This design comes from an exercise in tuning for small area, a short achievable clock period and few clock cycles on the open sky130 flow, not from production work.
The RTL was checked by simulation tests, not by an equivalence proof against the original design.
Power is estimated from default activity; no workload was simulated.

ember:
==> flow/design.v (excerpt) <==
module processor(
    input  logic        i_clk,
    input  logic        i_rst,
    output logic [31:0] o_mem_addr,
    output logic        o_mem_wen,
    output logic [31:0] o_mem_wdata,
    output logic [3:0]  o_mem_byte_en,
    input  logic [31:0] i_mem_rdata
);
logic [13:0] addr_q;
logic        wen_q;
logic [31:0] wdata_q;
logic [3:0]  be_q;
logic        s_fetch_q;      
logic        s_ep_q;         
logic [11:0] lf_q;           
logic        ep_q;           
logic        btb_v;
logic [11:0] btb_pc, btb_tgt;
logic        d_v_q;
logic [11:0] d_pc_q;
logic        d_ep_q;
logic        d_btb_q;        
logic        ld1_v, ld2_v;
logic [4:0]  ld1_rd, ld2_rd;
logic [2:0]  ld1_f3, ld2_f3;
logic [1:0]  ld1_lo, ld2_lo;
logic        e_v;
logic        e_ld, e_st, e_br, e_jal, e_jalr;
logic [2:0]  e_f3;
logic        e_sub, e_alt, e_wr, e_bimm;
logic        e_sadd, e_ssh, e_sslt, e_sxor, e_sor, e_sand, e_slink;
logic [4:0]  e_rd, e_rs1, e_rs2;
logic [31:0] e_a, e_b, e_imm;
logic [11:0] e_pc4, e_tgt;     
logic        e_pred, e_ep, e_back;
  ...
==> flow/config.mk <==
export PLATFORM = sky130hd
export DESIGN_NAME = processor
export DESIGN_NICKNAME = processor
export VERILOG_FILES = /design/flow/design.v
export SDC_FILE = /design/flow/constraint.sdc
export NUM_CORES = 4
export LEC_CHECK = 0
export CAP_MARGIN = 30
export CORE_MARGIN = 2
export CORE_UTILIZATION = 35
export PLACE_DENSITY = 0.45
export SLEW_MARGIN = 30
==> flow/constraint.sdc <==
create_clock -name core_clock -period 14.0 [get_ports {i_clk}]
set_input_delay 2.8000 -clock core_clock [delete_from_list [all_inputs] [get_ports {i_clk}]]
set_output_delay 2.8000 -clock core_clock [all_outputs]
set_load 0.01 [all_outputs]
standard.sh (not shown) runs the stock make flow with config.mk's settings and CLKGATE_MAP_FILE= SYNTH_SCRIPT=/design/flow/synth_recipe.tcl, a recipe that flattens the netlist after the stock synthesis.
==> flow/flow/run.sh <==
#!/bin/bash
# Standard layout (the standard.sh, its synthesis and steps unchanged),
# with repair_timing asked for extra setup slack so that it works on the
# critical paths below the clock period, port buffers of a regular buffer
# cell, and a clock tree with larger sink clusters and no dummy loads.
# Clock and constraints are the standard flow's own.
set -euo pipefail
bash standard.sh SETUP_SLACK_MARGIN=9.0 TNS_END_PERCENT=100 \
  'BUFFER_PORTS_ARGS=-buffer_cell sky130_fd_sc_hd__buf_4' \
  'CTS_ARGS=-sink_clustering_enable -repair_clock_nets -dont_use_dummy_load -sink_clustering_size 24 -sink_clustering_max_diameter 80' \
  finish > standard_flow.log 2>&1
Looking at the reports, ember completed the entire flow and the layout it produced met the timing, design-rule and antenna checks.
Testbench counts of ember, summed over its fixed seeds: cycles 83,611.
The inputs of fjord differ from those of ember as listed below.
-- flow/flow/run.sh --
<<< ember, line 8
bash standard.sh SETUP_SLACK_MARGIN=9.0 TNS_END_PERCENT=100 \
>>> fjord, line 8
bash standard.sh SETUP_SLACK_MARGIN=8.25 TNS_END_PERCENT=100 \
### Flow results
- Taking ember as 1.0, fjord lands at 1.07 on clock buffer count in the final layout.
- Relative to ember, number of search-and-repair iterations in the first detailed-routing pass has decreased by 4 in fjord.
- Compared fjord vs ember, and register-to-register slack is down in fjord.
- | routed wirelength normalized by instance count | fjord vs ember | about 2.4% lower |
- Row largest stage delay on the critical path: fjord higher / ember lower
- Summary across ember and fjord: the single failing run is fjord.
- What fjord reported for non-clock buffer count has to be multiplied by 1.5 to get the figure for ember.
- Going from ember to fjord, final RePlAce weighted congestion went down, final design area excluding fillers dropped 2800 um2, total routed wirelength now sits lower, critical path depth saw a decrease.

========
== build 55 ==
Starting RTL as in the previous note.
## processor
module processor(
    input  logic        i_clk,
    input  logic        i_rst,
    output logic [31:0] o_mem_addr,
    output logic        o_mem_wen,
    output logic [31:0] o_mem_wdata,
    output logic [3:0]  o_mem_byte_en,
    input  logic [31:0] i_mem_rdata
);
export LEC_CHECK = 0
export CAP_MARGIN = 30
export CORE_MARGIN = 2
export CORE_UTILIZATION = 35
export PLACE_DENSITY = 0.45
export SLEW_MARGIN = 30
create_clock -name core_clock -period 14.0 [get_ports {i_clk}]
==> flow/flow/run.sh <==
#!/bin/bash
# Standard layout (the standard.sh, its synthesis and steps unchanged),
# with repair_timing asked for extra setup slack so that it works on the
# critical paths below the clock period, port buffers of a regular buffer
# cell, and a clock tree with larger sink clusters and no dummy loads.
# Clock and constraints are the standard flow's own.
set -euo pipefail
bash standard.sh SETUP_SLACK_MARGIN=9.5 TNS_END_PERCENT=100 \
  'BUFFER_PORTS_ARGS=-buffer_cell sky130_fd_sc_hd__buf_4' \
  'CTS_ARGS=-sink_clustering_enable -repair_clock_nets -dont_use_dummy_load -sink_clustering_size 24 -sink_clustering_max_diameter 80' \
  finish > standard_flow.log 2>&1
From the logs: build 55 reached the end of the flow and failed the layout checks with max-capacitance violations, max-slew violations.
Testbench counts of build 55, summed over its fixed seeds: cycles 83,611.
Input-level comparison between build 22 and build 55:
-- flow/flow/run.sh --
<<< build 55, line 7
set -euo pipefail
bash standard.sh SETUP_SLACK_MARGIN=9.5 TNS_END_PERCENT=100 \
  'BUFFER_PORTS_ARGS=-buffer_cell sky130_fd_sc_hd__buf_4' \
>>> build 22, line 7
set -euo pipefail
bash standard.sh SETUP_SLACK_MARGIN=8.5 TNS_END_PERCENT=100 \
  'BUFFER_PORTS_ARGS=-buffer_cell sky130_fd_sc_hd__buf_4' \
--- outcome ---
- Every run in build 22 and build 55 closed cleanly, with the single exception of build 55.
- Finished, but not clean: build 55, with max-capacitance violations, max-slew violations.
- Compared with build 55, build 22 shows a count of clock buffers in the final design that is about 1.1% higher.
- In the tables for build 22 and build 55, sequential group power reads higher with build 55.
- Launch point of the critical path = i_mem_rdata[6]: build 55; launch point of the critical path = i_mem_rdata[23]: build 22
- Relative to build 55, the data arrival time of the critical path of build 22 is higher by 0.50 ns.
- Against build 55, build 22 comes in 327 lower on post-CTS setup buffer count.
Inputs modified between build 22 and build 40:
-- flow/flow/run.sh --
<<< build 22, line 7
set -euo pipefail
bash standard.sh SETUP_SLACK_MARGIN=8.5 TNS_END_PERCENT=100 \
  'BUFFER_PORTS_ARGS=-buffer_cell sky130_fd_sc_hd__buf_4' \
>>> build 40, line 7
set -euo pipefail
bash standard.sh SETUP_SLACK_MARGIN=8.75 TNS_END_PERCENT=100 \
  'BUFFER_PORTS_ARGS=-buffer_cell sky130_fd_sc_hd__buf_4' \
Delta (build 40 minus build 22): total placed instance area went up by 240 um^2, clock slew at the register clock pins of the worst setup and hold paths was more or less identical, net switching fraction of the power went up by 0.19 points, routed length per placed instance went up by 0.15 um. Build 40: all stages complete, timing, DRC and antenna checks passed.

========
== job 1913 ==
processor, a different RTL version from the one above (not shown whole).
Size: roughly 1200 flip-flops, about 100 I/O pins, about 62000 um2 of cells after synthesis.
Design processor, start of the top module:
module processor(
    input  logic        i_clk,
    input  logic        i_rst,
    output logic [31:0] o_mem_addr,
    output logic        o_mem_wen,
    output logic [31:0] o_mem_wdata,
    output logic [3:0]  o_mem_byte_en,
    input  logic [31:0] i_mem_rdata
);
Settings: LEC_CHECK=0, CAP_MARGIN=30, CORE_MARGIN=2, CORE_UTILIZATION=35, PLACE_DENSITY=0.45, SLEW_MARGIN=30; clock period 14.0 ns.
==> flow/flow/run.sh <==
#!/bin/bash
# Standard layout (the standard.sh, its synthesis and steps unchanged),
# with repair_timing asked for extra setup slack so that it works on the
# critical paths below the clock period, port buffers of a regular buffer
# cell, and a clock tree with larger sink clusters and no dummy loads.
# Clock and constraints are the standard flow's own.
set -euo pipefail
bash standard.sh SETUP_SLACK_MARGIN=9 TNS_END_PERCENT=100 \
  'BUFFER_PORTS_ARGS=-buffer_cell sky130_fd_sc_hd__buf_4' \
  'CTS_ARGS=-sink_clustering_enable -repair_clock_nets -dont_use_dummy_load -sink_clustering_size 24 -sink_clustering_max_diameter 80' \
  finish > standard_flow.log 2>&1
Job 1913 closes out successfully: all stages finished, all timing, DRC and antenna checks passed.
Testbench counts of job 1913, summed over its fixed seeds: cycles 83,611.
Input changes introduced in job 7206 (baseline for comparison: job 1913):
- CORE_UTILIZATION: 35 -> 30
- PLACE_DENSITY: 0.45 -> 0.4
- CAP_MARGIN: 30 -> 20
- SLEW_MARGIN: 30 -> 20
==> flow/run.sh (new file) <==
#!/bin/bash
# synth_recipe.tcl (not shown) runs the flow's synth.tcl, then flattens the netlist and writes it again
# the make line also repeats each setting of config.mk as NAME=value (left out here)
make -C /OpenROAD-flow-scripts/flow DESIGN_CONFIG=/design/flow/config.mk WORK_HOME=/design/flow/orfs CLKGATE_MAP_FILE= SYNTH_SCRIPT=/design/flow/synth_recipe.tcl finish
removed: flow/flow/run.sh
removed: flow/standard.sh
Notes after the runs:
Job 7206 against job 1913; layout clock buffer count is up by more than 100%.
Diff job 1913 -> job 7206 | wire length of the first global-routing pass | down by a little under 10%
Run comparison: job 7206 slowest library cell on the worst path sky130_fd_sc_hd__nor4_1; job 1913 slowest library cell on the worst path sky130_fd_sc_hd__nand4_1
Relative to job 1913, the final cell area reported for job 7206 is lower.
Delta(vertical extent of the die, job 7206 - job 1913) > 0
Delta (job 7206 minus job 1913): non-clock buffer count in the final layout fell 458; hold slack rose 0.058 ns; global-route usage fell 7.6 points.
Summary: total power, job 7206 worse than job 1913
Job 7206 vs. job 1913: final-layout non-clock buffer area share lower, post-synthesis to final-layout area growth lower, antenna violation net count after detailed routing roughly the same.
The inputs of job 1529 differ from those of job 7206 as listed below.
- a change of CORE_UTILIZATION from 30 to 55
- a change of PLACE_DENSITY from 0.4 to 0.65
==> flow/flow/run.sh (new file) <==
#!/bin/bash
# Standard layout (the standard.sh, its synthesis and steps unchanged),
# with repair_timing asked for extra setup slack so that it works on the
# critical paths below the clock period, free cell resizing, and port
# buffers of a regular buffer cell. Clock and constraints are the standard flow's own.
set -euo pipefail
bash standard.sh SETUP_SLACK_MARGIN=9 TNS_END_PERCENT=100 MATCH_CELL_FOOTPRINT=0 \
  'BUFFER_PORTS_ARGS=-buffer_cell sky130_fd_sc_hd__buf_4' finish > standard_flow.log 2>&1
==> flow/standard.sh (new file) <==
#!/bin/bash
# synth_recipe.tcl (not shown) runs the flow's synth.tcl, then flattens the netlist and writes it again
# the make line also repeats each setting of config.mk as NAME=value (left out here)
make -C /OpenROAD-flow-scripts/flow DESIGN_CONFIG=/design/flow/config.mk WORK_HOME=/design/flow/orfs CLKGATE_MAP_FILE= SYNTH_SCRIPT=/design/flow/synth_recipe.tcl "${@:-finish}"
removed: flow/run.sh
==> notes.md <==
- From the logs: job 1529 reached the end of the flow and failed the layout checks with capacitance limit, slew limit.
- [job 1529] fraction of power consumed by combinational cells rose 4.0 points relative to job 7206
- Between job 1529 and job 7206, it is job 1529 whose average wire length per cell after detail routing is higher, by about 14%.
- Job 7206 has lower logic depth of the worst setup path including buffers than job 1529.
- [compare] base=job 7206 new=job 1529: fraction of power spent switching nets now sits higher, leakage component of the power went up about 13%, fmax moved up, cell area moved up.
- On worst hold margin, job 1529 does worse than job 7206.
- Job 7206 has lower total power after layout than job 1529.

-- what the ideal ports hide --
No port has a modelled driver above. Below, the same layouts with a new extraction and two added sets of constraints.
Step 1 assumes that a clkbuf_16 drives the clock port and a buf_2 every other input.
Step 2 moves the port delays by t, midway between the first and last clock arrival at a register: inputs arrive t later, outputs are due t later. That takes back most of the time a late clock gives input paths.
a / b / c = ideal / step 1 / step 2; a / b = the first two.
| run | t, ns | setup WS [ns] | worst setup path at the end | latest minus earliest clock arrival (ns) |
|---|---|---|---|---|
| ember | 0.793 | 8.829 / 8.872 / 8.079 | input to register | 0.172 / 0.172 |
| fjord | 0.797 | 8.043 / 8.083 / 7.286 | input to register | 0.164 / 0.164 |
| build 55 | 0.812 | 8.894 / 8.908 / 8.096 | input to register | 0.186 / 0.186 |
| build 22 | 0.793 | 8.290 / 8.345 / 7.552 | input to register | 0.132 / 0.132 |
| build 40 | 0.799 | 8.591 / 8.644 / 7.845 | input to register | 0.125 / 0.125 |
| job 1913 | 0.822 | 8.396 / 8.327 / 7.505 | input to register | 0.124 / 0.124 |
| job 7206 | 0.886 | 6.874 / 6.909 / 6.023 | input to register | 0.084 / 0.084 |
| job 1529 | 0.855 | 8.028 / 8.006 / 7.151 | input to register | 0.074 / 0.074 |
The setup slack of job 1913, which loses most, moves by -0.069 ns with the drivers and by -0.891 ns with both steps.
